From an optimization exercise on the open Yosys and OpenROAD flow, aimed at small area, a short achievable clock period and few clock cycles; shortcuts taken in it are not production practice. RTL that was checked went through simulation tests only; none was proved equivalent to the original. Function not checked in runs 2 and 5 to 7: the RTL went through the layout flow alone.

File: design/flow/run.sh
#!/bin/bash
# synth_recipe.tcl (not shown) runs the flow's synth.tcl, then flattens the netlist and writes it again
# the make line also repeats each setting of config.mk as NAME=value (left out here)
make -C /OpenROAD-flow-scripts/flow DESIGN_CONFIG=/design/flow/config.mk WORK_HOME=/design/flow/orfs CLKGATE_MAP_FILE= SYNTH_SCRIPT=/design/flow/synth_recipe.tcl finish
File: design/flow/config.mk
export PLATFORM = sky130hd
export DESIGN_NAME = HLSM34
export DESIGN_NICKNAME = HLSM34
export VERILOG_FILES = /design/flow/design.v
export SDC_FILE = /design/flow/constraint.sdc
export NUM_CORES = 8
export LEC_CHECK = 0
export CAP_MARGIN = 20
export CORE_MARGIN = 2
export CORE_UTILIZATION = 40
export SETUP_SLACK_MARGIN = 5
export SLEW_MARGIN = 20
File: design/flow/constraint.sdc
create_clock -name core_clock -period 300.0 [get_ports {Clk}]
set_input_delay 60.0000 -clock core_clock [delete_from_list [all_inputs] [get_ports {Clk}]]
set_output_delay 60.0000 -clock core_clock [all_outputs]
set_load 0.01 [all_outputs]
File: design/flow/design.v
`timescale 1ns / 1ns
module HLSM34 (Clk, Rst, Start, Done, a, b, c, d, zero, z);
	input Clk, Rst, Start;
	output reg Done;
	reg [3:0] State;
	input [63:0] a;
	input [63:0] b;
	input [63:0] c;
	input [63:0] d;
	input [63:0] zero;
	output reg [63:0] z;
	reg [63:0] e;
	reg [63:0] f;
	reg [63:0] g;
	reg gEQz;
	always @(posedge Clk) begin
		if (Rst) begin
			z <= 0; e <= 0; f <= 0; g <= 0; gEQz <= 0; 
			State <= 0; Done <= 0;
		end
		else begin
			Done <= 0;
			case (State)
				0 : begin if (Start) State <= 2; end
				1 : begin Done <= 1; State <= 0; end
				2 : begin
					f <= c / d;
					State <= State + 1;
				end
				3 : begin
					State <= State + 1;
				end
				4 : begin
					State <= State + 1;
				end
				5 : begin
					g <= a % b;
					State <= State + 1;
				end
				6 : begin
					e <= a / b;
					gEQz <= g == zero;
					State <= State + 1;
				end
				7 : begin
					z <= gEQz ? e : f;
					State <= 1;
				end
			endcase
		end
	end
endmodule
==> flow_summary.toml, run 1 <==
[synthesis]
synth_warnings = 1
ys_seq_area_share_pct = 2.063
async_flop_share_pct = 0
netlist_top_cells_area = "ha_1, a21oi_1, nand2_1, xnor2_1, nor2_1"
avgSynthCellArea_sq_um = 6.568
synth_cell_types = 94
synthFlopType = "dfxtp_1"
yosysMostFrequentCell = "nand2_1"
netlist_area_sq_um = 254200
synth_cells = 38710
synth.top_cell.area_share_pct = 20.51
ys_ff_latch = 262
synth.top_cells.by_count = "nand2_1, nor2_1, ha_1"
synth_edf_count = 0
synth_top_area_cell = "ha_1"

[sta]
final_max_slew_viol_count = 0
max_slew_margin_pct = 4.618
max_freq_mhz = 3.447
period_minus_slack_ns = 290.10
fin_worst_skew_ns = 0.06044
grt_setup_unrepaired = "no"
setup_viol = 0
worst_slew_pin_slew_ns = 1.413
timing.final.hold_violations = 0
worst_slack_ns = 9.898
final.period_utilization_pct = 96.70
hold-worst-slack_ns = 0.4523
fin_setup_tns_ns = 0

[drt]
wirelength_mm = 1555
drc = 0
first_iter_violations = 44320
routed_via_density = 6.789
avgRoutedWirePerCell_um = 32.23
vias = 327500
drt_pass1_iterations = 9
ant_nets = 0

[clock_tree]
clockRootBuffer = "clkbuf_16"
clk_latency_ns = 0.71
cts_buffer_depth = 3
clk_pin_slew_worst_paths_ns = 0.06
cts_buffers = 36
cts_sinks = 262
htree_levels = 2
cts_tree = "yes"

[global_routing]
grt_antenna_before_repair = 141
grt_overflow = 0
grt_max_degree = 101
grtUsageTotal_pct = 45.31
grt_pass1_vias = 301600
grt_first_pass_wirelength_mm = 2170

[worst_hold_path]
hold_depth = 2
hold_start = "f[28]"
min_path_type = "register to register"
hold_end = "f[28]"

[placed_design]
post_dp_cell_area_sq_um = 279900
dp_slack_ns = -4.165
port-buffer-count = 387
dp_cells = 48070
dp_hpwl_mm = 1259
gp_congestion = 1.140

[floorplan]
rows = 292
fp.dieW_um = 801.2
coreArea_sq_um = 632800
die-height_um = 801.2
io_pins = 388
die-area_sq_um = 642000
start_util_pct = 40.18

[worst_setup_path]
cp_num_cells = 730
critical_path.top_delay_family = "compound AO/OA/AOI/OAI gates"
crit_path_end = "g[46]"
worst-r2r-cell-count = 7
reg2reg_from = "State[0]"
timing.critical_path.slowest_stage_cell = "o31ai_1"
startpoint_type = "input port"
crit_type = "input port to register"
critPathMaxFanout = 69
reg2reg_slack_ns = 295.35
required_ns = 300.49
cp-startpoint = "b[37]"
path_common_cell = "ha_1"
rr_endpoint = "f[38]"
critPathCaptureType = "register"
worstPathArrival_ns = 290.60
path_buf_inv = 63
max_stage_delay_ns = 0.98

[run]
drv_cap = 0

[cells_and_area]
drive_above_1_share_pct = 8.332
fin_util_pct = 44.58
fillCellCount = 66660
stdcell_count = 48240
area_growth_pct = 10.96
fin_area_sq_um = 282100
final_nets = 44240

[outcome]
status = "finished clean"
==> layout make-up <==
cell class	instances	area, sq um	area share (%)
Antenna cell	87	217.7	0.07717
Clock buffer	45	964.7	0.3420
Clock inverter	19	202.7	0.07185
Inverter	1330	5070	1.797
Multi-Input combinational cell	35780	241100	85.46
Sequential cell	262	5249	1.861
Tap cell	8379	10480	3.716
Timing Repair Buffer	2335	18840	6.679
==> what timing repair did <==
item,in CTS,in global routing
gates resized for setup,48,129
setup buffers,5,9
pin swaps,2,7
setup endpoints to repair,66,67
gates cloned,0,2
hold buffers,0,0
endpoints found under the hold margin,0,0
==> layout by cell type (no fill, tap or decap), drive strengths merged, types with 410 or more instances in the layout <==
cell type     n
a211oi      471
a21o       1567
a21oi      3663
a31oi       635
buf        1949
ha         4167
inv        1312
nand2      4828
nand2b      412
nand3      1001
nand4       476
nor2       4389
nor2b       516
nor3       1043
o211ai      419
o21a        926
o21ai      2482
o21bai      435
or3         410
xnor2      1916
xor2       1253
==> flip-flops by register name (all words and copies together), names as in the netlist <==
register and count:
Done 1, State 4, e 64, f 64, g 64, gEQz 1
z 64
==> cell families (layout without fill, tap and decap cells) <==
| kind of cell | count (synthesis) | in the layout | share of synthesized area (%) |
|---|---|---|---|
| and+or+nand+nor | 14720 | 14720 | 26.53 |
| AOI/OAI and AO/OA | 13200 | 13200 | 33.82 |
| adders and majority gates | 4168 | 4168 | 20.52 |
| xor gates and xnor gates | 3169 | 3169 | 10.92 |
| buffers and inverters | 2664 | 3729 | 3.942 |
| muxes | 529 | 529 | 2.215 |
| DFF | 262 | 262 | 2.063 |
| other | 0 | 87 | 0 |
==> per-layer routing <==
metal | vias to the layer above | track usage, % | share of wire (%)
met5 | - | 0 | 0.038
met4 | 88 | 33.34 | 9.1
met3 | 5433 | 12.60 | 12
met2 | 21480 | 66.62 | 40
met1 | 155000 | 56.29 | 39
li1 | 145500 | - | -
Testbench counts, summed over its fixed seeds: cycles 64,000.
==> run 2: changes to the inputs <==
==> design/flow/design.v (replaced) <==
`timescale 1ns / 1ns
module HLSM34 (Clk, Rst, Start, Done, a, b, c, d, zero, z);
	input Clk, Rst, Start;
	output reg Done;
	input [63:0] a;
	input [63:0] b;
	input [63:0] c;
	input [63:0] d;
	input [63:0] zero;
	output [63:0] z;
	localparam M  = 8;               
	localparam QW = 64 + 2*M - 1;    
	localparam CW = 3;               
	localparam SW = $clog2(2*M);     
	reg          busy;               
	reg          ph;                 
	reg          first;              
	reg          okr;                
	reg [CW-1:0] cnt;                
	reg [SW-1:0] shr;                
	reg [67:0]   ws, wc;             
	reg [63:0]   B;                  
	reg [QW-1:0] Q;                  
	assign z = Q[63:0];
	reg [63:0] Bn;
	reg [5:0]  s;
	integer l;
	always @(*) begin
		Bn = B;
		for (l = 5; l >= 0; l = l - 1) begin
			s[l] = ~|(Bn >> (64 - (1 << l)));
			if (s[l]) Bn = Bn << (1 << l);
		end
	end
	wire [6:0]    nmin = ({1'b0, s} + 7'd3) >> 1;                 
	wire [CW-1:0] cf   = (nmin + M - 1) / M;               
	wire [7:0]    shf  = 2 * M * cf - 2 - s;
	wire [CW-1:0] cur  = first ? cf - 1'b1 : cnt;
	wire [SW-1:0] shc  = first ? shf[SW-1:0] : shr;
	wire          last = (cur == 0);
	reg ge1, lt2;
	reg cy1, cy2;
	integer k;
	always @(*) begin
		cy1 = 1'b1; cy2 = 1'b0;
		for (k = 1; k <= 64; k = k + 1) begin
			cy1 = (ws[k] & wc[k]) | (ws[k] & cy1) | (wc[k] & cy1);
			cy2 = (B[k-1] & wc[k]) | (B[k-1] & cy2) | (wc[k] & cy2);
		end
		ge1 = cy1;
		lt2 = cy2;
	end
	wire okc = ge1 & lt2;
	wire ok  = first ? okc : okr;
	wire [69:0] D1 = {3'b000, Bn, 3'b000};    
	wire [69:0] D2 = {2'b00, Bn, 4'b0000};    
	wire [2:0]  dh = Bn[62:60];
	wire [67:0] rs [0:M];
	wire [67:0] rc [0:M];
	wire [2*M-1:0] P, N;
	assign rs[0] = ws;
	assign rc[0] = wc;
	genvar i;
	generate
		for (i = 0; i < M; i = i + 1) begin : stage
			wire [69:0] ys = {rs[i], 2'b00};
			wire [69:0] yc = {rc[i], 2'b00};
			wire signed [6:0] est = ys[69:63] + yc[69:63];
			reg signed [6:0] m2, m1, m0, mn1;
			always @(*) begin
				case (dh)
					3'd0: begin m2 = 12; m1 = 4; m0 = -5; mn1 = -13; end
					3'd1: begin m2 = 14; m1 = 4; m0 = -5; mn1 = -15; end
					3'd2: begin m2 = 15; m1 = 4; m0 = -5; mn1 = -16; end
					3'd3: begin m2 = 16; m1 = 4; m0 = -5; mn1 = -17; end
					3'd4: begin m2 = 18; m1 = 6; m0 = -7; mn1 = -19; end
					3'd5: begin m2 = 19; m1 = 6; m0 = -7; mn1 = -20; end
					3'd6: begin m2 = 20; m1 = 6; m0 = -7; mn1 = -21; end
					default: begin m2 = 22; m1 = 6; m0 = -7; mn1 = -23; end
				endcase
			end
			wire g2  = est >= m2;
			wire g1  = est >= m1;
			wire g0  = est >= m0;
			wire gn1 = est >= mn1;
			wire pos = g1;                   
			wire neg = ~g0;                  
			wire two = g2 | ~gn1;            
			wire one = (g1 & ~g2) | (gn1 & ~g0);
			wire [69:0] mq = ({70{one}} & D1) | ({70{two}} & D2);
			wire [69:0] t  = mq ^ {70{pos}};
			wire [69:0] sm = ys ^ yc ^ t;
			wire [69:0] cr = {(ys[68:0] & yc[68:0]) | (ys[68:0] & t[68:0]) | (yc[68:0] & t[68:0]), pos};
			assign rs[i+1] = sm[67:0];
			assign rc[i+1] = cr[67:0];
			assign P[2*(M-1-i) +: 2] = {pos & two, pos & one};
			assign N[2*(M-1-i) +: 2] = {neg & two, neg & one};
		end
	endgenerate
	wire [67:0] fs = rs[M];
	wire [67:0] fc = rc[M];
	wire [67:0] fsum = fs + fc;
	wire        wneg = fsum[67];
	wire [67:0] zx = (fs ^ fc) ^ {fs[66:0] | fc[66:0], 1'b0};
	wire        wzero = ~|zx;
	wire          corr = last & wneg;
	wire [2*M:0]  V = {1'b0, P} - {1'b0, N} - corr;
	wire [QW-1:0] Qb  = first ? {QW{1'b0}} : Q;
	wire [QW-1:0] Qb1 = Qb - 1'b1;
	wire [QW-1:0] Qn  = {(V[2*M] ? Qb1[QW-1-2*M:0] : Qb[QW-1-2*M:0]), V[2*M-1:0]};
	wire [QW-1:0] Qs  = last ? (Qn >> shc) : Qn;
	wire [2*M-1:0] lowmask = ~({2*M{1'b1}} << shc);
	wire          lowz = ~|(V[2*M-1:0] & lowmask);
	wire          eq  = wzero & lowz & ok;
	wire skip = first & ~ph & ~okc;          
	wire tocd = ~ph & (skip | (last & ~eq));
	always @(posedge Clk) begin
		Q <= Qs;
		if (!busy) begin
			ws <= {3'b000, a, 1'b1};
			wc <= {3'b111, ~zero, 1'b1};
			B  <= b;
		end else if (tocd) begin
			ws <= {3'b000, c, 1'b0};
			wc <= 68'd0;
			B  <= d;
		end else begin
			ws <= rs[M];
			wc <= rc[M];
			B  <= Bn;
		end
		first <= !busy || tocd;
		cnt   <= cur - 1'b1;
		shr   <= shc;
		okr   <= ok;
	end
	always @(posedge Clk) begin
		if (Rst) begin
			busy <= 0; ph <= 0; Done <= 0;
		end else begin
			Done <= 0;
			if (!busy) begin
				if (Start) begin busy <= 1; ph <= 0; end
			end else if (tocd) begin
				ph <= 1;
			end else if (last) begin
				busy <= 0; Done <= 1;
			end
		end
	end
endmodule
==> run 2 against run 1 <==
Synthesized cell count is 84% lower. Final area is 80% lower. Register-to-register slack worse by 50 ns. Synthesized area is 80% lower. Via count is 85% lower. Global-route usage is 13 points lower.
==> flow_summary.toml, run 2 <==
[worst_setup_path]
required_ns = 240.00
crit_type = "register to output pin"
critPathMaxFanout = 13
timing.critical_path.slowest_stage_cell = "clkdlybuf4s50_1"
startpoint_type = "register"
path_buf_inv = 1
worstPathArrival_ns = 1.85
critPathCaptureType = "output pin"
critical_path.top_delay_family = "buffers and inverters"
path_cells = "clkdlybuf4s50_1"
max_stage_delay_ns = 0.66

[synthesis]
ys_seq_area_share_pct = 10.88
synth.top_cell.area_share_pct = 20.09
netlist_area_sq_um = 50620
async_flop_share_pct = 0
ys_ff_latch = 275
synth_top_area_cell = "fa_1"
synthFlopType = "dfxtp_1"
avgSynthCellArea_sq_um = 7.983
synth.top_cells.by_count = "xnor2_1, o22ai_1, inv_1"
synth_cells = 6341
synth_edf_count = 0
synth_warnings = 1
yosysMostFrequentCell = "xnor2_1"
synth_cell_types = 102
netlist_top_cells_area = "fa_1, dfxtp_1, xnor2_1, ha_1, o22ai_1"

[run]
drv_cap = 0

[clock_tree]
cts_hold_buf = 0
post_cts_buffers = 0
cts_tree = "yes"
cts_buffer_depth = 3
cts_buffers = 37
htree_levels = 2
cts_resized = 0
clockRootBuffer = "clkbuf_16"
cts_sinks = 275
clk_latency_ns = 0.63
clk_pin_slew_worst_paths_ns = 0.06

[cells_and_area]
final_common_cell = "xnor2_1"
fin_util_pct = 45.79
top_regs = "wc (68), ws (67)"
drive_above_1_share_pct = 5.547
regMostFlops = "wc"
area_growth_pct = 13.60
largest_reg_flops = 68
final_cell_mix = "xnor2_1, o22ai_1, inv_1, fa_1, nor2_1"
final_nets = 7671

[sta]
timing.final.hold_violations = 0
fin_setup_tns_ns = 0
hold-worst-slack_ns = 0.4488
period_minus_slack_ns = 61.85
max_freq_mhz = 16.17
setup_viol = 0
worst_slew_pin_slew_ns = 1.280
final_max_slew_viol_count = 0
fin_worst_skew_ns = 0.06569
final.period_utilization_pct = 20.62
grt_setup_unrepaired = "no"
max_slew_margin_pct = 13.88

[drt]
first_iter_violations = 6053
wirelength_mm = 219.9
ant_nets = 0
drc = 0
vias = 50230
drt_pass1_iterations = 6
routed_via_density = 6.169
avgRoutedWirePerCell_um = 27.00

[worst_hold_path]
min_path_type = "register to register"

[floorplan]
io_pins = 388
coreArea_sq_um = 125600
die-area_sq_um = 129400
die-height_um = 359.7
fp.dieW_um = 359.7
start_util_pct = 40.31
rows = 130

[global_routing]
grt_antenna_before_repair = 12
grt_pass1_vias = 47940
grt_max_degree = 90
grt_overflow = 0
grt_first_pass_wirelength_mm = 321.6
grtUsageTotal_pct = 32.78

[placed_design]
dp_hpwl_mm = 171.3
gp_congestion = 1.044
port-buffer-count = 387

[outcome]
status = "finished clean"
run 2: changes by cell type in the layout (fill, tap and decap cells not counted), moves of 958 or more:
| cell | change |
|---|---|
| xnor2_1 | -1314 |
| a21oi_1 | -3266 |
| o21ai_0 | -2117 |
| buf_4 | -1733 |
| nand2_1 | -4333 |
| nor2_1 | -3847 |
| a21o_1 | -1515 |
| ha_1 | -3789 |
| nor3_1 | -958 |
| xor2_1 | -1209 |
run 2: kinds of logic (layout without fill, tap and decap cells):
logic type,after synthesis,after routing,synth area share [%]
AOI/OAI and AO/OA,1749,1749,21.90
and+or+nand+nor,1447,1447,12.83
buffers and inverters,1064,1213,8.108
adders and majority gates,894,894,29.60
xor gates and xnor gates,651,651,11.38
DFF,275,275,10.88
muxes,261,261,5.312
other,0,3,0
run 2: through the flow:
| step | area, sq um | std cells | worst slack, ns |
|---|---|---|---|
| after floorplan | 50620 | 6341 | 239.56 |
| after global placement | 56220 | 8072 | 238.83 |
| after detailed placement | 56220 | 8072 | 238.81 |
| after CTS | 57490 | 8140 | 238.15 |
| after global routing | 57500 | 8140 | 238.07 |
| final | 57500 | 8143 | 238.15 |
run 2: layout make-up:
cell class                      count  area [sq um]
Fill cell                       12560         68070
Multi-Input combinational cell   5002         41290
Sequential cell                   275          5513
Timing Repair Buffer              557          5150
Inverter                          588          2211
Tap cell                         1650          2064
Clock buffer                       49          1041
Clock inverter                     19         226.5
Antenna cell                        3         7.507
run 2: final timing paths:
path / from / to / slack (ns) / cells after the start
setup / recovery: Q[52] / z[52] / 238.15 / 1
hold reg to reg: cnt[0] / cnt[0] / 0.45 / 1
hold / removal: cnt[0] / cnt[0] / 0.45 / 1
setup reg to reg: B[47] / Q[63] / 244.86 / 189
run 2: per-layer routing:
metal / part of all wire [%] / up-vias / global-route usage [%]
met5: 0.051 / - / 0
met4: 4.3 / 16 / 12.65
met3: 11 / 467 / 7.383
met2: 42 / 2805 / 48.20
met1: 43 / 24650 / 46.37
li1: - / 22300 / -
==> run 3: changes to the inputs <==
--- a/design/flow/design.v
+++ b/design/flow/design.v
@@ -10,8 +10,8 @@
 	output [63:0] z;
 	localparam M  = 8;               
 	localparam QW = 64 + 2*M - 1;    
-	localparam CW = 3;               
-	localparam SW = $clog2(2*M);     
+	localparam CW = 3;  
+	localparam SW = 4;     
 	reg          busy;               
 	reg          ph;                 
 	reg          first;              
==> run 3 against run 2 <==
Synthesized cell count unchanged. Via count unchanged. Clock-buffer cell count unchanged. Final area unchanged. Maximum frequency unchanged. Critical path type unchanged. Largest cell class unchanged. Highest routed layer unchanged.
==> flow_summary.toml, run 3 <==
[outcome]
status = "finished clean"

[sta]
worst_slack_ns = 238.15
worst_slew_pin_slew_ns = 1.280
max_freq_mhz = 16.17
fin_setup_tns_ns = 0
fin_worst_skew_ns = 0.06569
final_max_slew_viol_count = 0
timing.final.hold_violations = 0
final.period_utilization_pct = 20.62
max_slew_margin_pct = 13.88
setup_viol = 0
hold-worst-slack_ns = 0.4488
grt_setup_unrepaired = "no"
period_minus_slack_ns = 61.85

[clock_tree]
htree_levels = 2
clockRootBuffer = "clkbuf_16"
post_cts_buffers = 0
cts_tree = "yes"
cts_resized = 0
cts_hold_buf = 0
cts_buffer_depth = 3
clk_latency_ns = 0.63
clk_pin_slew_worst_paths_ns = 0.06
cts_buffers = 37
cts_sinks = 275

[global_routing]
grt_overflow = 0
grt_antenna_before_repair = 12
grt_first_pass_wirelength_mm = 321.6
grtUsageTotal_pct = 32.78
grt_max_degree = 90
grt_pass1_vias = 47940

[synthesis]
synth_fa_ha_area_share_pct = 29.60
async_flop_share_pct = 0
netlist_area_sq_um = 50620
synth.top_cells.by_count = "xnor2_1, o22ai_1, inv_1"
synth_xor_xnor_area_share_pct = 11.38
synth_cells = 6341
synth_edf_count = 0
synth_simple_gate_area_share_pct = 12.83
synth_compound_area_share_pct = 21.90
synth_warnings = 1
synth_top_area_cell = "fa_1"
synth_cell_types = 102
ys_seq_area_share_pct = 10.88
yosysMostFrequentCell = "xnor2_1"
synthFlopType = "dfxtp_1"
netlist_top_cells_area = "fa_1, dfxtp_1, xnor2_1, ha_1, o22ai_1"
avgSynthCellArea_sq_um = 7.983
ys_ff_latch = 275
synth.top_cell.area_share_pct = 20.09
synth_top_family_by_area = "adder cells"
synth.area.mux_share_pct = 5.312

[drt]
first_iter_violations = 6053
routed_via_density = 6.169
ant_nets = 0
vias = 50230
wirelength_mm = 219.9
drt_pass1_iterations = 6
avgRoutedWirePerCell_um = 27.00
drc = 0

[worst_setup_path]
timing.critical_path.slowest_stage_cell = "clkdlybuf4s50_1"
critical_path.top_delay_family = "buffers and inverters"
critPathMaxFanout = 13
path_cells = "clkdlybuf4s50_1"
path_buf_inv = 1
worstPathArrival_ns = 1.85
critPathCaptureType = "output pin"
required_ns = 240.00
crit_type = "register to output pin"
max_stage_delay_ns = 0.66
reg2reg_slack_ns = 244.86
startpoint_type = "register"

[cells_and_area]
fin_util_pct = 45.79
largest_reg_flops = 68
fillCellCount = 12560
drive_above_1_share_pct = 5.547
top_regs = "wc (68), ws (67)"
final_cell_mix = "xnor2_1, o22ai_1, inv_1, fa_1, nor2_1"
stdcell_count = 8143
regMostFlops = "wc"
final_common_cell = "xnor2_1"
final_nets = 7671
fin_area_sq_um = 57500
area_growth_pct = 13.60

[run]
drv_cap = 0

[worst_hold_path]
min_path_type = "register to register"

[placed_design]
dp_slack_ns = 238.81
dp_cells = 8072
post_dp_cell_area_sq_um = 56220
gp_congestion = 1.044
dp_hpwl_mm = 171.3
port-buffer-count = 387

[floorplan]
rows = 130
coreArea_sq_um = 125600
fp.dieW_um = 359.7
start_util_pct = 40.31
die-area_sq_um = 129400
io_pins = 388
die-height_um = 359.7
==> run 3: logic make-up (layout without fill, tap and decap cells) <==
kind of cell	after synthesis	count (layout)
flops	275	275
simple gates	1447	1447
buf+inv	1064	1213
mux	261	261
fa+ha+maj	894	894
other cells	0	3
compound gates	1749	1749
xor+xnor	651	651
==> run 3: final cells by class <==
cell class	count	area (sq um)	share of cell area, %
diodes	3	7.507	0.01306
clock buffers	49	1041	1.810
clock inverters	19	226.5	0.3938
inverters	588	2211	3.845
multi-input cells	5002	41290	71.81
flip-flops and latches	275	5513	9.587
well taps	1650	2064	3.590
repair buffers	557	5150	8.956
==> run 3: layer usage <==
| layer | global-route usage, % | vias up | wire [um] |
|---|---|---|---|
| li1 | - | 22300 | - |
| met1 | 46.37 | 24650 | 94250 |
| met2 | 48.20 | 2805 | 92060 |
| met3 | 7.383 | 467 | 23990 |
| met4 | 12.65 | 16 | 9452 |
| met5 | 0 | - | 113 |
==> run 3: path summary, 6_finish.rpt <==
| kind | endpoint | from | cells past startpoint |
|---|---|---|---|
| worst max-delay path | z[52] | Q[52] | 1 |
| worst min-delay path | cnt[0] | cnt[0] | 1 |
| worst max register to register | Q[63] | B[47] | 189 |
| worst min register to register | cnt[0] | cnt[0] | 1 |
Testbench counts of run 3, summed over its fixed seeds: cycles 36,716.
==> run 4: changes to the inputs <==
--- a/design/flow/design.v
+++ b/design/flow/design.v
@@ -9,7 +9,7 @@
 	input [63:0] zero;
 	output [63:0] z;
 	localparam M  = 8;               
-	localparam QW = 64 + 2*M - 1;    
+	localparam QW = 64 + 2*M;        
 	localparam CW = 3;  
 	localparam SW = 4;     
 	reg          busy;               
@@ -38,19 +38,14 @@
 	wire [CW-1:0] cur  = first ? cf - 1'b1 : cnt;
 	wire [SW-1:0] shc  = first ? shf[SW-1:0] : shr;
 	wire          last = (cur == 0);
-	reg ge1, lt2;
-	reg cy1, cy2;
+	reg lt2;
 	integer k;
 	always @(*) begin
-		cy1 = 1'b1; cy2 = 1'b0;
-		for (k = 1; k <= 64; k = k + 1) begin
-			cy1 = (ws[k] & wc[k]) | (ws[k] & cy1) | (wc[k] & cy1);
-			cy2 = (B[k-1] & wc[k]) | (B[k-1] & cy2) | (wc[k] & cy2);
-		end
-		ge1 = cy1;
-		lt2 = cy2;
+		lt2 = 1'b0;
+		for (k = 1; k <= 64; k = k + 1)
+			lt2 = (B[k-1] & wc[k]) | (B[k-1] & lt2) | (wc[k] & lt2);
 	end
-	wire okc = ge1 & lt2;
+	wire okc = lt2;
 	wire ok  = first ? okc : okr;
 	wire [69:0] D1 = {3'b000, Bn, 3'b000};    
 	wire [69:0] D2 = {2'b00, Bn, 4'b0000};    
@@ -89,29 +84,64 @@
 			wire one = (g1 & ~g2) | (gn1 & ~g0);
 			wire [69:0] mq = ({70{one}} & D1) | ({70{two}} & D2);
 			wire [69:0] t  = mq ^ {70{pos}};
-			wire [69:0] sm = ys ^ yc ^ t;
-			wire [69:0] cr = {(ys[68:0] & yc[68:0]) | (ys[68:0] & t[68:0]) | (yc[68:0] & t[68:0]), pos};
-			assign rs[i+1] = sm[67:0];
-			assign rc[i+1] = cr[67:0];
+			wire [67:0] sm, cr;
+			csa68 u_csa (.x(ys[67:0]), .y(yc[67:0]), .t(t[67:0]), .s(sm), .c(cr));
+			assign rs[i+1] = sm;
+			assign rc[i+1] = {cr[66:0], pos};
 			assign P[2*(M-1-i) +: 2] = {pos & two, pos & one};
 			assign N[2*(M-1-i) +: 2] = {neg & two, neg & one};
 		end
 	endgenerate
 	wire [67:0] fs = rs[M];
 	wire [67:0] fc = rc[M];
-	wire [67:0] fsum = fs + fc;
-	wire        wneg = fsum[67];
-	wire [67:0] zx = (fs ^ fc) ^ {fs[66:0] | fc[66:0], 1'b0};
-	wire        wzero = ~|zx;
+	wire [67:0] fg = fs & fc;
+	wire [67:0] fp = fs | fc;
+	wire [67:0] fx = fs ^ fc;
+	reg  [66:0] G, Pp, Gn, Pn;
+	integer lv, jj;
+	always @(*) begin
+		G = fg[66:0]; Pp = fp[66:0];
+		for (lv = 0; lv < 7; lv = lv + 1) begin
+			Gn = G; Pn = Pp;
+			for (jj = 0; jj < 67; jj = jj + 1)
+				if (jj >= (1 << lv)) begin
+					Gn[jj] = G[jj] | (Pp[jj] & G[jj - (1 << lv)]);
+					Pn[jj] = Pp[jj] & Pp[jj - (1 << lv)];
+				end
+			G = Gn; Pp = Pn;
+		end
+	end
+	wire        wneg  = fx[67] ^ G[66];
+	wire        wzero = ~|(fx ^ {fp[66:0], 1'b0});
 	wire          corr = last & wneg;
-	wire [2*M:0]  V = {1'b0, P} - {1'b0, N} - corr;
-	wire [QW-1:0] Qb  = first ? {QW{1'b0}} : Q;
-	wire [QW-1:0] Qb1 = Qb - 1'b1;
-	wire [QW-1:0] Qn  = {(V[2*M] ? Qb1[QW-1-2*M:0] : Qb[QW-1-2*M:0]), V[2*M-1:0]};
-	wire [QW-1:0] Qs  = last ? (Qn >> shc) : Qn;
+	reg [2*M-1:0] V;
+	reg           vc;
+	integer kk;
+	always @(*) begin
+		vc = ~corr;
+		for (kk = 0; kk < 2*M; kk = kk + 1) begin
+			V[kk] = P[kk] ^ ~N[kk] ^ vc;
+			vc    = (P[kk] & ~N[kk]) | (P[kk] & vc) | (~N[kk] & vc);
+		end
+	end
+	wire vneg = ~vc;
+	localparam HW = QW - 2*M;
+	wire [HW-1:0] Qb = Q[HW-1:0] & {HW{~first}};
+	reg  [HW:0]   az;                        
+	integer jz;
+	always @(*) begin
+		az[0] = 1'b1;
+		for (jz = 0; jz < HW; jz = jz + 1)
+			az[jz+1] = az[jz] & ~Qb[jz];
+	end
+	wire [HW-1:0] Qh = Qb ^ ({HW{vneg}} & az[HW-1:0]);
+	wire [QW-1:0] Qn = {Qh, V};
+	wire [SW-1:0] sa = last ? shc : {SW{1'b0}};
+	wire [QW-1:0] Qr = Qn >> sa;
+	wire [QW-1:0] Qs = {Qn[QW-1:64], Qr[63:0]};
 	wire [2*M-1:0] lowmask = ~({2*M{1'b1}} << shc);
-	wire          lowz = ~|(V[2*M-1:0] & lowmask);
-	wire          eq  = wzero & lowz & ok;
+	wire          lowz = ~|(V & lowmask);
+	wire          eq  = wzero & lowz & ok & ~Qh[HW-1];    
 	wire skip = first & ~ph & ~okc;          
 	wire tocd = ~ph & (skip | (last & ~eq));
 	always @(posedge Clk) begin
@@ -149,3 +179,9 @@
 		end
 	end
 endmodule
+module csa68 (x, y, t, s, c);
+	input  [67:0] x, y, t;
+	output [67:0] s, c;
+	assign s = x ^ y ^ t;
+	assign c = (x & y) | (x & t) | (y & t);
+endmodule
--- a/design/flow/config.mk
+++ b/design/flow/config.mk
@@ -10,3 +10,5 @@
 export CORE_UTILIZATION = 40
 export SETUP_SLACK_MARGIN = 5
 export SLEW_MARGIN = 20
+export SYNTH_HIERARCHICAL = 1
+export SYNTH_MINIMUM_KEEP_SIZE = 0
==> run 4 against run 3 <==
Die area fell by 4.0%. First-iteration DRC count down 11%. Synthesized area decreased by 4.0%. Flip-flop and latch count increased by 1. Critical path depth unchanged. Clock-buffer cell count is 2 higher. Final area decreased by 3.5%. Via count fell by 5.9%. Final cell count shrank 8.3%. Non-clock buffer count up 7. Setup slack got worse by 0.047 ns. Critical endpoint is now z[58]. Largest cell class unchanged.
==> flow_summary.toml, run 4 <==
[outcome]
status = "finished clean"

[sta]
hold-worst-slack_ns = 0.4482
fin_worst_skew_ns = 0.03701
timing.final.hold_violations = 0
period_minus_slack_ns = 61.90
worst_slew_pin_slew_ns = 1.207
fin_setup_tns_ns = 0
max_slew_margin_pct = 19.52
grt_setup_unrepaired = "no"
final_max_slew_viol_count = 0
final.period_utilization_pct = 20.63
max_freq_mhz = 16.16
setup_viol = 0

[floorplan]
rows = 127
die-height_um = 352.5
fp.dieW_um = 352.5
io_pins = 388
coreArea_sq_um = 120100
die-area_sq_um = 124200
start_util_pct = 40.44

[cells_and_area]
fin_util_pct = 46.19
final_common_cell = "xnor2_1"
top_regs = "wc (68), ws (68)"
drive_above_1_share_pct = 6.506
final_nets = 7000
area_growth_pct = 14.23
multi_input_area_sq_um = 40300
fillCellCount = 11940
final_cell_mix = "xnor2_1, fa_1, o22ai_1, clkdlybuf4s50_1, nor2_1"
seq_area_sq_um = 5533

[worst_setup_path]
reg2reg_slack_ns = 244.07
required_ns = 240.00
max_stage_delay_ns = 0.70
critPathCaptureType = "output pin"
reg2reg_from = "B[28]"
rr_endpoint = "ws[41]"
path_buf_inv = 1
critPathMaxFanout = 8
path_cells = "clkdlybuf4s50_1"
worstPathArrival_ns = 1.90
crit_type = "register to output pin"
startpoint_type = "register"
timing.critical_path.slowest_stage_cell = "clkdlybuf4s50_1"
cp-startpoint = "Q[58]"
critical_path.top_delay_family = "buffers and inverters"
worst-r2r-cell-count = 198

[synthesis]
avgSynthCellArea_sq_um = 8.585
netlist_top_cells_area = "fa_1, dfxtp_1, xnor2_1, ha_1, mux2i_1"
synth.top_cell.area_share_pct = 23.41
ys_ff_latch = 276
netlist_area_sq_um = 48580
synth_warnings = 7
synth.top_cells.by_count = "xnor2_1, fa_1, o22ai_1"
synth_cells = 5658
synth_edf_count = 0
yosysMostFrequentCell = "xnor2_1"
synth_cell_types = 95
synthFlopType = "dfxtp_1"
async_flop_share_pct = 0
ys_seq_area_share_pct = 11.37
synth_top_area_cell = "fa_1"

[drt]
routed_via_density = 6.325
ant_nets = 0
drc = 0
avgRoutedWirePerCell_um = 29.28
vias = 47260
wirelength_mm = 218.8
drt_pass1_iterations = 8
first_iter_violations = 5398

[global_routing]
grt_antenna_before_repair = 13
grtUsageTotal_pct = 34.27
grt_first_pass_wirelength_mm = 317.9
grt_max_degree = 161
grt_overflow = 0
grt_pass1_vias = 46170

[placed_design]
port-buffer-count = 387
gp_congestion = 1.044
dp_hpwl_mm = 169.9

[worst_hold_path]
hold_end = "cnt[0]"
hold_depth = 1
hold_start = "cnt[0]"
min_path_type = "register to register"

[clock_tree]
clk_pin_slew_worst_paths_ns = 0.06
clockRootBuffer = "clkbuf_16"
cts_tree = "yes"
clk_latency_ns = 0.63
htree_levels = 2
cts_sinks = 276
cts_buffers = 39
post_cts_buffers = 0
cts_hold_buf = 0
cts_resized = 0
cts_buffer_depth = 3

[run]
drv_cap = 0
run 4: cell count changes in the layout (fill, tap and decap cells not counted), sizes merged, moves of 97 or more:
| cell | delta |
|---|---|
| a22oi | +130 |
| ha | -97 |
| inv | -295 |
| nand2 | -99 |
| nor2 | -117 |
| o22ai | -142 |
run 4: layer usage:
layer	part of all wire [%]	vias up	GRT usage [%]
met5	0.13	-	0
met4	4.6	18	13.92
met3	13	504	12.37
met2	42	2801	49.98
met1	41	23430	45.72
li1	-	20500	-
run 4: per-module statistics from Yosys (local to each module, per instance):
module	cells inside	area (sq um)	flip-flops and latches
csa68	68	1361	0
HLSM34	5114	37680	276
run 4: area by class of cell:
cell class	instances	area share [%]
Multi-Input combinational cell	4661	72.63
Sequential cell	276	9.971
Timing Repair Buffer	564	9.398
Tap cell	1612	3.635
Clock buffer	51	1.989
Inverter	285	1.928
Clock inverter	19	0.4397
Antenna cell	3	0.01353
run 4: through the flow:
stage | instance area (sq um) | instances | setup slack (ns)
after floorplan | 48690 | 5689 | 239.55
after global placement | 54130 | 7398 | 238.74
after detailed placement | 54130 | 7398 | 238.74
after CTS | 55480 | 7468 | 238.14
after global routing | 55480 | 7468 | 238.14
final | 55490 | 7471 | 238.10
run 4: worst max path at each step:
stage	slack, ns	cells after the start	to
after global placement	238.74	3	ws[8]
after floorplan	239.55	0	z[10]
after CTS	238.14	1	z[58]
after global routing	238.14	1	z[58]
final	238.10	1	z[58]
after detailed placement	238.74	3	ws[8]
run 4: kinds of logic after synthesis:
family	Yosys count	synth area share [%]
mux	355	7.444
simple gates	1197	11.35
other cells	1	0.007720
xor+xnor	616	11.11
flops	276	11.37
buf+inv	752	6.218
fa+ha+maj	856	30.80
compound gates	1605	21.71
Testbench counts of run 4, summed over its fixed seeds: cycles 36,923.
==> run 5: changes to the inputs <==
--- a/design/flow/design.v
+++ b/design/flow/design.v
@@ -114,17 +114,34 @@
 	wire        wneg  = fx[67] ^ G[66];
 	wire        wzero = ~|(fx ^ {fp[66:0], 1'b0});
 	wire          corr = last & wneg;
+	wire [M-1:0] dnz, dng;                   
+	genvar di;
+	generate
+		for (di = 0; di < M; di = di + 1) begin : dig
+			assign dnz[di] = |P[2*(M-1-di) +: 2] | |N[2*(M-1-di) +: 2];
+			assign dng[di] = |N[2*(M-1-di) +: 2];
+		end
+	endgenerate
+	reg [M:0]     bw;                        
+	reg [M-1:0]   hv, hs;                    
 	reg [2*M-1:0] V;
-	reg           vc;
 	integer kk;
 	always @(*) begin
-		vc = ~corr;
-		for (kk = 0; kk < 2*M; kk = kk + 1) begin
-			V[kk] = P[kk] ^ ~N[kk] ^ vc;
-			vc    = (P[kk] & ~N[kk]) | (P[kk] & vc) | (~N[kk] & vc);
-		end
-	end
-	wire vneg = ~vc;
+		hv[M-1] = 1'b0; hs[M-1] = 1'b0;
+		hv[M-2] = 1'b0; hs[M-2] = 1'b0;
+		for (kk = M - 3; kk >= 0; kk = kk - 1) begin
+			hv[kk] = hv[kk+1] | dnz[kk+1];
+			hs[kk] = dnz[kk+1] ? dng[kk+1] : hs[kk+1];
+		end
+		bw[M]   = corr;
+		bw[M-1] = corr;
+		bw[M-2] = dnz[M-1] ? dng[M-1] : corr;
+		for (kk = M - 3; kk >= 0; kk = kk - 1)
+			bw[kk] = hv[kk] ? hs[kk] : bw[M-2];
+		for (kk = 0; kk < M; kk = kk + 1)
+			V[2*(M-1-kk) +: 2] = P[2*(M-1-kk) +: 2] - N[2*(M-1-kk) +: 2] - bw[kk];
+	end
+	wire vneg = dnz[0] ? dng[0] : bw[0];
 	localparam HW = QW - 2*M;
 	wire [HW-1:0] Qb = Q[HW-1:0] & {HW{~first}};
 	reg  [HW:0]   az;                        
==> run 5 against run 4 <==
Routed wire length is 6.8% higher. Hold slack better by 0.012 ns. Clock skew down 0.011 ns. Critical path type unchanged. Critical endpoint unchanged. Highest routed layer unchanged.
==> flow_summary.toml, run 5 <==
[worst_setup_path]
crit_type = "register to output pin"
timing.critical_path.slowest_stage_cell = "clkdlybuf4s50_1"
startpoint_type = "register"
path_cells = "clkdlybuf4s50_1"
critical_path.top_delay_family = "buffers and inverters"
path_buf_inv = 1
required_ns = 240.00
worstPathArrival_ns = 1.79
critPathCaptureType = "output pin"
max_stage_delay_ns = 0.62
critPathMaxFanout = 12

[cells_and_area]
final_common_cell = "fa_1"
drive_above_1_share_pct = 6.854
top_regs = "wc (68), ws (68)"
fillCellCount = 12240
area_growth_pct = 14.10
final_cell_mix = "fa_1, xnor2_1, o22ai_1, nor2_1, clkdlybuf4s50_1"
final_nets = 7251

[drt]
routed_via_density = 6.465
first_iter_violations = 5643
wirelength_mm = 233.6
ant_nets = 0
vias = 50140
drt_pass1_iterations = 7
drc = 0
avgRoutedWirePerCell_um = 30.12

[placed_design]
dp_hpwl_mm = 177.7
gp_congestion = 1.028
port-buffer-count = 387

[synthesis]
synth_edf_count = 0
avgSynthCellArea_sq_um = 8.416
yosysMostFrequentCell = "fa_1"
netlist_top_cells_area = "fa_1, dfxtp_1, xnor2_1, ha_1, o22ai_1"
synth_cells = 5920
netlist_area_sq_um = 49820
synth_warnings = 7
synth_cell_types = 97
synth_top_area_cell = "fa_1"
synth.top_cells.by_count = "fa_1, xnor2_1, o22ai_1"
synthFlopType = "dfxtp_1"
synth.top_cell.area_share_pct = 22.50
ys_seq_area_share_pct = 11.09
async_flop_share_pct = 0
ys_ff_latch = 276

[sta]
grt_setup_unrepaired = "no"
final_max_slew_viol_count = 0
max_slew_margin_pct = 19.34
fin_setup_tns_ns = 0
hold-worst-slack_ns = 0.4607
timing.final.hold_violations = 0
worst_slew_pin_slew_ns = 1.210
final.period_utilization_pct = 20.60
period_minus_slack_ns = 61.79
fin_worst_skew_ns = 0.02554
setup_viol = 0
max_freq_mhz = 16.18

[clock_tree]
cts_resized = 0
cts_tree = "yes"
post_cts_buffers = 0
clockRootBuffer = "clkbuf_16"
cts_buffer_depth = 3
clk_pin_slew_worst_paths_ns = 0.06
cts_hold_buf = 0
clk_latency_ns = 0.62
cts_buffers = 38
htree_levels = 2
cts_sinks = 276

[global_routing]
grt_max_degree = 164
grt_pass1_vias = 48490
grt_overflow = 0
grt_antenna_before_repair = 13
grtUsageTotal_pct = 35.62
grt_first_pass_wirelength_mm = 335.8

[floorplan]
die-height_um = 356.9
start_util_pct = 40.30
io_pins = 388
rows = 129
fp.dieW_um = 356.9
coreArea_sq_um = 123600
die-area_sq_um = 127400

[worst_hold_path]
min_path_type = "register to register"

[outcome]
status = "finished clean"

[run]
drv_cap = 0
## run 5: path summary, 6_finish.rpt
path            end  slack [ns]  cells after the start    from
max           z[58]      238.21                      1   Q[58]
min          cnt[0]        0.46                      1  cnt[0]
min reg2reg  cnt[0]        0.46                      1  cnt[0]
max reg2reg  ws[36]      247.93                    141   B[58]
## run 5: layer usage
layer | part of all wire (%) | up-vias | GRT usage [%]
met5 | 0.073 | - | 0
met4 | 7.9 | 16 | 23.81
met3 | 10 | 799 | 8.653
met2 | 44 | 3171 | 55.99
met1 | 37 | 24590 | 43.31
li1 | - | 21560 | -
## run 5: through the flow
| step | instance area [sq um] | worst slack (ns) | util (%) | cells |
|---|---|---|---|---|
| floorplan | 49940 | 239.40 | - | 5951 |
| global placement | 55550 | 238.87 | 44.93 | 7682 |
| detailed placement | 55550 | 238.83 | 44.93 | 7682 |
| CTS | 56790 | 238.19 | 45.94 | 7749 |
| global route | 56830 | 238.14 | 45.97 | 7750 |
| finish | 56850 | 238.21 | 45.98 | 7756 |
## run 5: logic make-up after synthesis
kind of cell | after synthesis | synth area share (%)
DFF | 276 | 11.09
muxes | 289 | 5.987
other | 1 | 0.007527
and+or+nand+nor | 1405 | 13.17
adders and majority gates | 847 | 29.68
xor gates and xnor gates | 617 | 10.85
AOI/OAI and AO/OA | 1710 | 22.89
buffers and inverters | 775 | 6.318
## run 5: final cells by class
type	count	area (sq um)	area share, %
inverter	289	1085	1.908
sequential	276	5533	9.733
timing repair buffer	581	5355	9.420
clock inverter	18	186.4	0.3280
clock buffer	49	1062	1.869
antenna	6	15.01	0.02641
tap	1637	2048	3.603
multi-input combinational	4900	41560	73.11
## run 5: modules after synthesis (local to each module, per instance)
module,times used,flip-flops and latches
HLSM34,1,276
csa68,8,0
==> run 6: changes to the inputs <==
==> design/flow/flow/run.sh (new file) <==
#!/bin/bash
# Layout flow: the standard flow, except that
#  - synthesis maps the logic with an area-oriented ABC script
#    (flow/abc_area.script) instead of ORFS's delay-oriented one;
#    everything else in synthesis (registers included) is unchanged;
#  - the port buffers are buf_2 cells.
# Each step's full output goes to its own log file in this folder.
set -euo pipefail
rm -rf scripts
mkdir scripts
cp -r "$FLOW_HOME/scripts/." scripts/
cp flow/abc_area.script scripts/abc_speed.script
bash standard.sh SCRIPTS_DIR="$PWD/scripts" synth > synth.log 2>&1
bash standard.sh "BUFFER_PORTS_ARGS=-buffer_cell sky130_fd_sc_hd__buf_2" finish > layout.log 2>&1
==> design/flow/flow/abc_area.script (new file) <==
&get -n
&st
&dch
&nf -a
&put
buffer -c
topo
stime -c
upsize -c
dnsize -c
==> design/flow/standard.sh (new file) <==
#!/bin/bash
# synth_recipe.tcl (not shown) runs the flow's synth.tcl, then flattens the netlist and writes it again
# the make line also repeats each setting of config.mk as NAME=value (left out here)
make -C /OpenROAD-flow-scripts/flow DESIGN_CONFIG=/design/flow/config.mk WORK_HOME=/design/flow/orfs CLKGATE_MAP_FILE= SYNTH_SCRIPT=/design/flow/synth_recipe.tcl "${@:-finish}"
removed: design/flow/run.sh
==> run 6 against run 5 <==
Critical path depth unchanged. Critical path type unchanged. Largest cell class unchanged. Flip-flop and latch count unchanged. Maximum frequency up 0.92%. Critical endpoint is now z[0]. Still clean.
==> flow_summary.toml, run 6 <==
[synthesis]
ys_ff_latch = 276
synthFlopType = "dfxtp_1"
avgSynthCellArea_sq_um = 9.001
synth_warnings = 7
synth.top_cells.by_count = "o22ai_1, xnor2_1, fa_1"
synth_top_area_cell = "fa_1"
synth_cell_types = 64
netlist_area_sq_um = 44990
async_flop_share_pct = 0
yosysMostFrequentCell = "o22ai_1"
synth_cells = 4999
netlist_top_cells_area = "fa_1, dfxtp_1, xnor2_1, o22ai_1, ha_1"
synth.top_cell.area_share_pct = 24.92
synth_edf_count = 0
ys_seq_area_share_pct = 12.28

[worst_setup_path]
critPathCaptureType = "output pin"
path_cells = "buf_2"
path_buf_inv = 1
startpoint_type = "register"
critPathMaxFanout = 3
worst-r2r-cell-count = 179
required_ns = 240.00
rr_endpoint = "ws[29]"
reg2reg_from = "B[59]"
critical_path.top_delay_family = "flip-flops"
timing.critical_path.slowest_stage_cell = "dfxtp_1"
max_stage_delay_ns = 0.42
crit_type = "register to output pin"
worstPathArrival_ns = 1.23
reg2reg_slack_ns = 247.10

[clock_tree]
cts_buffer_depth = 3
htree_levels = 2
clk_latency_ns = 0.64
cts_resized = 0
clk_pin_slew_worst_paths_ns = 0.06
cts_tree = "yes"
cts_buffers = 38
clockRootBuffer = "clkbuf_16"
cts_sinks = 276
post_cts_buffers = 0
cts_hold_buf = 0

[floorplan]
coreArea_sq_um = 112000
die-area_sq_um = 115200
fp.dieW_um = 339.4
io_pins = 388
die-height_um = 339.4
start_util_pct = 40.16
rows = 123

[cells_and_area]
final_cell_mix = "o22ai_1, xnor2_1, fa_1, buf_2, ha_1"
area_growth_pct = 10.84
fin_area_sq_um = 49870
final_nets = 6347
fillCellCount = 11210
final_common_cell = "o22ai_1"
top_regs = "wc (68), ws (68)"
drive_above_1_share_pct = 13.47

[drt]
first_iter_violations = 4282
vias = 41670
drc = 0
routed_via_density = 6.210
wirelength_mm = 188.7
drt_pass1_iterations = 6
avgRoutedWirePerCell_um = 28.12
ant_nets = 0

[worst_hold_path]
hold_depth = 1
min_path_type = "register to register"
hold_end = "cnt[0]"
hold_start = "cnt[0]"

[sta]
setup_viol = 0
max_freq_mhz = 16.33
period_minus_slack_ns = 61.23
hold-worst-slack_ns = 0.4593
final_max_slew_viol_count = 0
worst_slew_pin_slew_ns = 1.124
grt_setup_unrepaired = "no"
max_slew_margin_pct = 24.93
final.period_utilization_pct = 20.41
fin_setup_tns_ns = 0
fin_worst_skew_ns = 0.04675
timing.final.hold_violations = 0

[global_routing]
grt_first_pass_wirelength_mm = 278.5
grt_max_degree = 88
grtUsageTotal_pct = 32.04
grt_antenna_before_repair = 6
grt_overflow = 0
grt_pass1_vias = 41300

[placed_design]
gp_congestion = 1.002
dp_hpwl_mm = 145.9
post_dp_cell_area_sq_um = 48600
port-buffer-count = 387

[outcome]
status = "finished clean"

[run]
drv_cap = 0
## run 6: changes by cell type in the layout (fill, tap and decap cells not counted), moves of 117 or more
cell,previous run,this run
nor2_1,443,221
o22ai_1,471,601
buf_2,0,387
a221o_1,13,130
clkdlybuf4s50_1,387,0
a22oi_1,173,23
## run 6: worst max path at each step
stage	from	to	slack, ns	depth (start not counted)
floorplan	a[9]	ws[10]	239.53	2
global placement	a[33]	ws[34]	239.39	3
detailed placement	a[14]	ws[15]	239.37	3
CTS	Q[0]	z[0]	238.76	1
global route	Q[0]	z[0]	238.76	1
finish	Q[0]	z[0]	238.77	1
## run 6: cells by family after synthesis
logic type / count (synthesis) / share of synthesized area, %
adders and majority gates: 842 / 32.76
AOI/OAI and AO/OA: 1371 / 19.61
xor gates and xnor gates: 659 / 12.83
muxes: 327 / 7.450
DFF: 276 / 12.28
other: 1 / 0.008334
and+or+nand+nor: 895 / 9.699
buffers and inverters: 628 / 5.367
## run 6: area by class of cell
cell class	count	area, sq um	share of cell area [%]
well taps	1500	1877	3.763
clock buffers	49	1042	2.090
repair buffers	518	2933	5.881
diodes	1	2.502	0.005018
clock inverters	19	221.5	0.4441
multi-input cells	4126	37420	75.04
flip-flops and latches	276	5530	11.09
inverters	222	843.3	1.691
## run 6: per-module statistics from Yosys, one instance, submodules excluded
module | flops+latches | cells
HLSM34 | 276 | 4455
csa68 | 0 | 68
## run 6: layer usage
layer / vias to the layer above / track usage [%] / routed length, um
li1: 18150 / - / -
met1: 20690 / 41.65 / 75580
met2: 2357 / 50.88 / 84810
met3: 475 / 5.791 / 16540
met4: 4 / 16.65 / 11770
met5: - / 0 / 28
## run 6: per-stage QoR
step                std cells  setup WS [ns]  utilization (%)
detailed placement       6642         239.37            43.38
global route             6710         238.76            44.51
finish                   6711         238.77            44.51
floorplan                5030         239.53                -
CTS                      6710         238.76            44.51
global placement         6641         239.39            43.36
==> run 7: changes to the inputs <==
--- a/design/flow/design.v
+++ b/design/flow/design.v
@@ -161,16 +161,18 @@
 	wire          eq  = wzero & lowz & ok & ~Qh[HW-1];    
 	wire skip = first & ~ph & ~okc;          
 	wire tocd = ~ph & (skip | (last & ~eq));
+	wire early = (|zero[63:60]) & ~(|b[63:60]);
+	wire ldcd  = busy ? tocd : early;
 	always @(posedge Clk) begin
 		Q <= Qs;
-		if (!busy) begin
+		if (ldcd) begin
+			ws <= {3'b000, c, 1'b0};
+			wc <= 68'd0;
+			B  <= d;
+		end else if (!busy) begin
 			ws <= {3'b000, a, 1'b1};
 			wc <= {3'b111, ~zero, 1'b1};
 			B  <= b;
-		end else if (tocd) begin
-			ws <= {3'b000, c, 1'b0};
-			wc <= 68'd0;
-			B  <= d;
 		end else begin
 			ws <= rs[M];
 			wc <= rc[M];
@@ -187,7 +189,7 @@
 		end else begin
 			Done <= 0;
 			if (!busy) begin
-				if (Start) begin busy <= 1; ph <= 0; end
+				if (Start) begin busy <= 1; ph <= early; end
 			end else if (tocd) begin
 				ph <= 1;
 			end else if (last) begin
==> run 7 against run 6 <==
Clock skew fell by 0.018 ns. Critical endpoint is now ws[31]. Global-route usage fell by 1.4 points. First-iteration DRC count rose by 1.4%. Via count rose by 0.91%. Register-to-register slack improved by 0.15 ns. Flip-flop and latch count did not move.
==> flow_summary.toml, run 7 <==
[drt]
avgRoutedWirePerCell_um = 26.28
first_iter_violations = 4344
routed_via_density = 6.002
drt_pass1_iterations = 8
ant_nets = 0
drc = 0
vias = 42050
wirelength_mm = 184.1

[clock_tree]
cts_resized = 0
cts_sinks = 276
htree_levels = 2
cts_hold_buf = 0
post_cts_buffers = 0
cts_buffer_depth = 3
cts_tree = "yes"
clk_latency_ns = 0.64
clk_pin_slew_worst_paths_ns = 0.06
cts_buffers = 37
clockRootBuffer = "clkbuf_16"

[global_routing]
grt_pass1_vias = 41540
grtUsageTotal_pct = 30.69
grt_overflow = 0
grt_max_degree = 91
grt_first_pass_wirelength_mm = 273.4
grt_antenna_before_repair = 4

[sta]
max_slew_margin_pct = 24.62
timing.final.hold_violations = 0
setup_viol = 0
max_freq_mhz = 16.12
final_max_slew_viol_count = 0
fin_worst_skew_ns = 0.02842
fin_setup_tns_ns = 0
grt_setup_unrepaired = "no"
period_minus_slack_ns = 62.04
final.period_utilization_pct = 20.68
worst_slew_pin_slew_ns = 1.131

[worst_setup_path]
reg2reg_slack_ns = 247.25
worst-r2r-cell-count = 171
critPathMaxFanout = 51
critPathCaptureType = "register"
reg2reg_from = "B[58]"
crit_type = "input port to register"
startpoint_type = "input port"
worstPathArrival_ns = 62.55
rr_endpoint = "ws[31]"
required_ns = 300.51

[cells_and_area]
top_regs = "wc (68), ws (68)"
final_common_cell = "fa_1"
drive_above_1_share_pct = 14.87
fin_area_sq_um = 51060
final_cell_mix = "fa_1, o22ai_1, xnor2_1, nor2_1, buf_2"
final_nets = 6628
area_growth_pct = 10.59

[outcome]
status = "finished clean"

[worst_hold_path]
hold_start = "cnt[0]"
hold_depth = 1
min_path_type = "register to register"
hold_end = "cnt[0]"

[synthesis]
ys_seq_area_share_pct = 11.97
synth_edf_count = 0
synth_top_area_cell = "fa_1"
synth.top_cells.by_count = "fa_1, o22ai_1, xnor2_1"
async_flop_share_pct = 0
netlist_area_sq_um = 46170
avgSynthCellArea_sq_um = 8.744
synth_warnings = 7
synthFlopType = "dfxtp_1"
yosysMostFrequentCell = "fa_1"
synth_cell_types = 69
synth.top_cell.area_share_pct = 24.28
synth_cells = 5280
netlist_top_cells_area = "fa_1, dfxtp_1, xnor2_1, ha_1, o22ai_1"
ys_ff_latch = 276

[floorplan]
coreArea_sq_um = 114300
die-height_um = 343.7
start_util_pct = 40.38
fp.dieW_um = 343.7
io_pins = 388
die-area_sq_um = 118200
rows = 124

[placed_design]
gp_congestion = 0.9851
post_dp_cell_area_sq_um = 49760
dp_hpwl_mm = 144.9
port-buffer-count = 387

[run]
drv_cap = 0
[run 7: per-module statistics from Yosys, one instance, submodules excluded]
module  cells  times used  flip-flops and latches  area, sq um
csa68      68           8                       0         1361
HLSM34   4736           1                     276        35280
[run 7: metal layers]
metal / up-vias / global-route usage [%] / part of all wire [%]
met1: 20740 / 41.41 / 42
li1: 18790 / - / -
met5: - / 0 / 0.015
met4: 4 / 13.60 / 4.9
met2: 2159 / 48.12 / 45
met3: 364 / 5.283 / 8.6
[run 7: cells by family after synthesis]
kind of cell / share of synthesized area (%)
buf+inv: 5.664
mux: 11.34
simple gates: 9.705
flops: 11.97
compound gates: 17.07
other cells: 0.008122
xor+xnor: 12.33
fa+ha+maj: 31.92
[run 7: through the flow]
stage	setup WS (ns)	utilization (%)	std cells	hold slack [ns]
after global routing	237.86	44.64	7001	0.4657
after detailed placement	237.40	43.52	6934	0.4408
after global placement	237.38	43.51	6934	0.4278
after floorplan	238.45	-	5311	0.4144
final	237.96	44.65	7006	0.4484
after CTS	238.03	44.60	6999	0.4497
[run 7: area by class of cell]
class | count | area (sq um)
fillers | 11270 | 63290
inverters | 277 | 1047
repair buffers | 519 | 2960
multi-input cells | 4352 | 38380
clock buffers | 44 | 1002
diodes | 5 | 12.51
flip-flops and latches | 276 | 5530
clock inverters | 21 | 234.0
well taps | 1512 | 1892
[run 7: how the worst max path moves through the flow]
| stage | slack (ns) | from | to |
|---|---|---|---|
| 6_report | 237.96 | b[60] | ws[31] |
| 3_5_place_dp | 237.40 | b[60] | ws[43] |
| 3_3_place_gp | 237.38 | b[60] | ws[29] |
| 2_1_floorplan | 238.45 | zero[60] | ws[15] |
| 4_1_cts | 238.03 | b[60] | ws[43] |
| 5_1_grt | 237.86 | b[60] | ws[31] |
[run 7: worst max-delay path: stages]
cell	delay, ns
buf_2	0.11
nor4_1	0.28
a21oi_1	0.23
a21oi_4	0.19
buf_4	0.58
buf_4	0.64
mux2_2	0.41
==> run 8: changes to the inputs <==
--- a/design/flow/design.v
+++ b/design/flow/design.v
@@ -162,22 +162,31 @@
 	wire skip = first & ~ph & ~okc;          
 	wire tocd = ~ph & (skip | (last & ~eq));
 	wire early = (|zero[63:60]) & ~(|b[63:60]);
-	wire ldcd  = busy ? tocd : early;
+	wire [7:0] ldg;
+	genvar gi;
+	generate
+		for (gi = 0; gi < 8; gi = gi + 1) begin : ldsel
+			ld_sel u_ld (.zhi(zero[63:60]), .bhi(b[63:60]), .busy(busy), .tocd(tocd), .ldcd(ldg[gi]));
+		end
+	endgenerate
+	wire [67:0] ldw;                         
+	wire [63:0] ldb;
+	generate
+		for (gi = 0; gi < 68; gi = gi + 1) begin : ldw_b
+			assign ldw[gi] = ldg[gi / 17];
+		end
+		for (gi = 0; gi < 64; gi = gi + 1) begin : ldb_b
+			assign ldb[gi] = ldg[4 + gi / 16];
+		end
+	endgenerate
+	wire [67:0] ws_n = busy ? rs[M] : {3'b000, a, 1'b1};
+	wire [67:0] wc_n = busy ? rc[M] : {3'b111, ~zero, 1'b1};
+	wire [63:0] B_n  = busy ? Bn : b;
 	always @(posedge Clk) begin
 		Q <= Qs;
-		if (ldcd) begin
-			ws <= {3'b000, c, 1'b0};
-			wc <= 68'd0;
-			B  <= d;
-		end else if (!busy) begin
-			ws <= {3'b000, a, 1'b1};
-			wc <= {3'b111, ~zero, 1'b1};
-			B  <= b;
-		end else begin
-			ws <= rs[M];
-			wc <= rc[M];
-			B  <= Bn;
-		end
+		ws <= (ldw & {3'b000, c, 1'b0}) | (~ldw & ws_n);
+		wc <= ~ldw & wc_n;
+		B  <= (ldb & d) | (~ldb & B_n);
 		first <= !busy || tocd;
 		cnt   <= cur - 1'b1;
 		shr   <= shc;
@@ -204,3 +213,9 @@
 	assign s = x ^ y ^ t;
 	assign c = (x & y) | (x & t) | (y & t);
 endmodule
+module ld_sel (zhi, bhi, busy, tocd, ldcd);
+	input  [3:0] zhi, bhi;
+	input        busy, tocd;
+	output       ldcd;
+	assign ldcd = busy ? tocd : ((|zhi) & ~(|bhi));
+endmodule
==> run 8 against run 7 <==
Hold slack improved by 0.015 ns. Die area barely moved. Final area increased by 0.17%. Synthesized cell count rose by 0.68%. Clock skew up 0.028 ns. Critical path depth is 2 lower. Still clean on timing, DRC and antenna. Critical endpoint is now ws[39].
==> flow_summary.toml, run 8 <==
[clock_tree]
post_cts_buffers = 0
htree_levels = 2
cts_hold_buf = 0
cts_buffers = 40
cts_sinks = 276
cts_tree = "yes"
clk_latency_ns = 0.66
cts_resized = 0
clockRootBuffer = "clkbuf_16"
cts_buffer_depth = 3
clk_pin_slew_worst_paths_ns = 0.06

[synthesis]
ys_ff_latch = 276
avgSynthCellArea_sq_um = 8.684
yosysMostFrequentCell = "fa_1"
synth_warnings = 7
synth_edf_count = 0
synth_top_area_cell = "fa_1"
netlist_top_cells_area = "fa_1, dfxtp_1, ha_1, xnor2_1, mux2i_1"
ys_seq_area_share_pct = 11.97
synth_cell_types = 75
synth.top_cells.by_count = "fa_1, nand2_1, o22ai_1"
synth_cells = 5316
async_flop_share_pct = 0
synth.top_cell.area_share_pct = 24.28
synthFlopType = "dfxtp_1"
netlist_area_sq_um = 46170

[cells_and_area]
fin_util_pct = 44.73
drive_above_1_share_pct = 12.41
top_regs = "wc (68), ws (68)"
final_common_cell = "fa_1"
final_cell_mix = "fa_1, nand2_1, o22ai_1, xnor2_1, buf_2"
final_nets = 6640
stdcell_count = 7034
area_growth_pct = 10.78

[global_routing]
grtUsageTotal_pct = 33.08
grt_overflow = 0
grt_first_pass_wirelength_mm = 288.2
grt_max_degree = 159
grt_antenna_before_repair = 18
grt_pass1_vias = 42030

[sta]
period_minus_slack_ns = 61.37
grt_setup_unrepaired = "no"
final_max_slew_viol_count = 0
worst_slack_ns = 238.63
final.period_utilization_pct = 20.46
fin_setup_tns_ns = 0
setup_viol = 0
timing.final.hold_violations = 0
max_freq_mhz = 16.29
max_slew_margin_pct = 17.43
worst_slew_pin_slew_ns = 1.238
fin_worst_skew_ns = 0.05614

[drt]
drt_pass1_iterations = 8
avgRoutedWirePerCell_um = 28.21
first_iter_violations = 4637
wirelength_mm = 198.4
routed_via_density = 6.104
drc = 0
vias = 42940
ant_nets = 0

[worst_setup_path]
required_ns = 300.49
reg2reg_slack_ns = 245.87
cp-startpoint = "b[61]"
startpoint_type = "input port"
crit_type = "input port to register"
reg2reg_from = "B[45]"
rr_endpoint = "ws[39]"
worst-r2r-cell-count = 187
worstPathArrival_ns = 61.86
critPathCaptureType = "register"
critPathMaxFanout = 51

[floorplan]
io_pins = 388
rows = 124
coreArea_sq_um = 114300
start_util_pct = 40.38
fp.dieW_um = 343.7
die-height_um = 343.7
die-area_sq_um = 118200

[placed_design]
port-buffer-count = 387
dp_slack_ns = 238.05
dp_hpwl_mm = 158.1
gp_congestion = 1.003
dp_cells = 6945

[worst_hold_path]
hold_end = "cnt[0]"
hold_start = "cnt[0]"
hold_depth = 1
min_path_type = "register to register"

[outcome]
status = "finished clean"

[run]
drv_cap = 0
-- run 8: cell count changes in the layout (fill, tap and decap cells not counted), sizes merged, moves of 49 or more --
| cell | delta |
|---|---|
| a211oi | +62 |
| a21oi | -122 |
| a22oi | +118 |
| inv | -49 |
| mux2 | -149 |
| nand2 | +193 |
| nor2 | -164 |
| o21ai | +134 |
| o22ai | -128 |
| xnor2 | -73 |
| xor2 | +73 |
-- run 8: worst max path at each step --
stage,endpoint
floorplan,wc[51]
detailed placement,ws[39]
global placement,ws[35]
global route,ws[42]
finish,ws[39]
CTS,ws[39]
-- run 8: stage by stage --
step / hold slack (ns) / cell area, sq um
2_1_floorplan: 0.4144 / 46280
3_3_place_gp: 0.4302 / 49770
3_5_place_dp: 0.4385 / 49770
4_1_cts: 0.4570 / 51090
5_1_grt: 0.4923 / 51090
6_report: 0.4634 / 51140
-- run 8: final cells by class --
cell class / instances / area, sq um
diodes: 19 / 47.55
clock buffers: 49 / 1095
clock inverters: 21 / 231.5
fillers: 11260 / 63200
inverters: 217 / 814.5
multi-input cells: 4442 / 38750
flip-flops and latches: 276 / 5530
well taps: 1512 / 1892
repair buffers: 498 / 2783
-- run 8: critical path: stages --
cell and delay (ns):
buf_2 0.15, or4_1 0.59, o31ai_4 0.32, buf_4 0.53, o21ai_0 0.21
-- run 8: cell families (layout without fill, tap and decap cells) --
logic type | Yosys count | after routing | share of synthesized area (%)
flops | 276 | 276 | 11.97
simple gates | 1093 | 1093 | 10.78
buf+inv | 629 | 785 | 5.128
compound gates | 1444 | 1444 | 19.49
fa+ha+maj | 842 | 842 | 31.93
mux | 381 | 381 | 8.374
xor+xnor | 650 | 650 | 12.33
other cells | 1 | 51 | 0.008123
-- run 8: per-module statistics from Yosys, one instance, submodules excluded --
module	cells inside	copies in the design
HLSM34	4740	1
ld_sel	4	8
csa68	68	8
-- run 8: layer usage --
metal | track usage, % | share of wire [%] | vias to the layer above
li1 | - | - | 19000
met1 | 42.98 | 40 | 21070
met2 | 50.01 | 43 | 2394
met3 | 10.65 | 12 | 450
met4 | 14.93 | 5.1 | 22
met5 | 0 | 0.080 | -
Testbench counts of run 8, summed over its fixed seeds: cycles 35,184.

==> what the ideal ports hide <==
In the flow no input, the clock included, has a driving cell. The finished layouts below were timed again as built, in two steps.
Step 1 assumes that a clkbuf_16 drives the clock port and a buf_2 every other input.
Step 2 adds t to the input delays and takes it off the output delays; t is the mean of the earliest and latest rising clock arrival at the registers after step 1. Input paths then give back, and output paths get back, about the clock's delay inside the block.
Three values: ideal ports, drivers, drivers and shift; two values: the first two.
run	t, ns	setup WS [ns]	worst hold slack (ns)	latest minus earliest clock arrival (ns)	slew at the worst register clock pin (ns)
run 1	0.768	9.898 / 9.971 / 9.203	0.452 / 0.452 / 0.452	0.084 / 0.084	0.11 / 0.11
run 2	0.687	238.151 / 238.066 / 238.753	0.449 / 0.449 / 0.449	0.065 / 0.066	0.08 / 0.08
run 3	0.687	238.151 / 238.066 / 238.753	0.449 / 0.449 / 0.449	0.065 / 0.066	0.08 / 0.08
run 4	0.692	238.104 / 238.024 / 238.642	0.448 / 0.448 / 0.448	0.037 / 0.037	0.07 / 0.07
run 5	0.689	238.212 / 238.135 / 238.824	0.461 / 0.461 / 0.461	0.026 / 0.025	0.07 / 0.07
run 6	0.682	238.774 / 238.704 / 239.352	0.459 / 0.459 / 0.459	0.046 / 0.046	0.07 / 0.07
run 7	0.699	237.958 / 238.015 / 237.316	0.448 / 0.448 / 0.448	0.028 / 0.028	0.08 / 0.08
run 8	0.715	238.629 / 238.654 / 237.939	0.463 / 0.463 / 0.463	0.056 / 0.056	0.07 / 0.07
After both steps setup and hold are still met in every run listed. The setup slack of run 1, which loses most, moves by +0.073 ns with the drivers and by -0.695 ns with both steps.
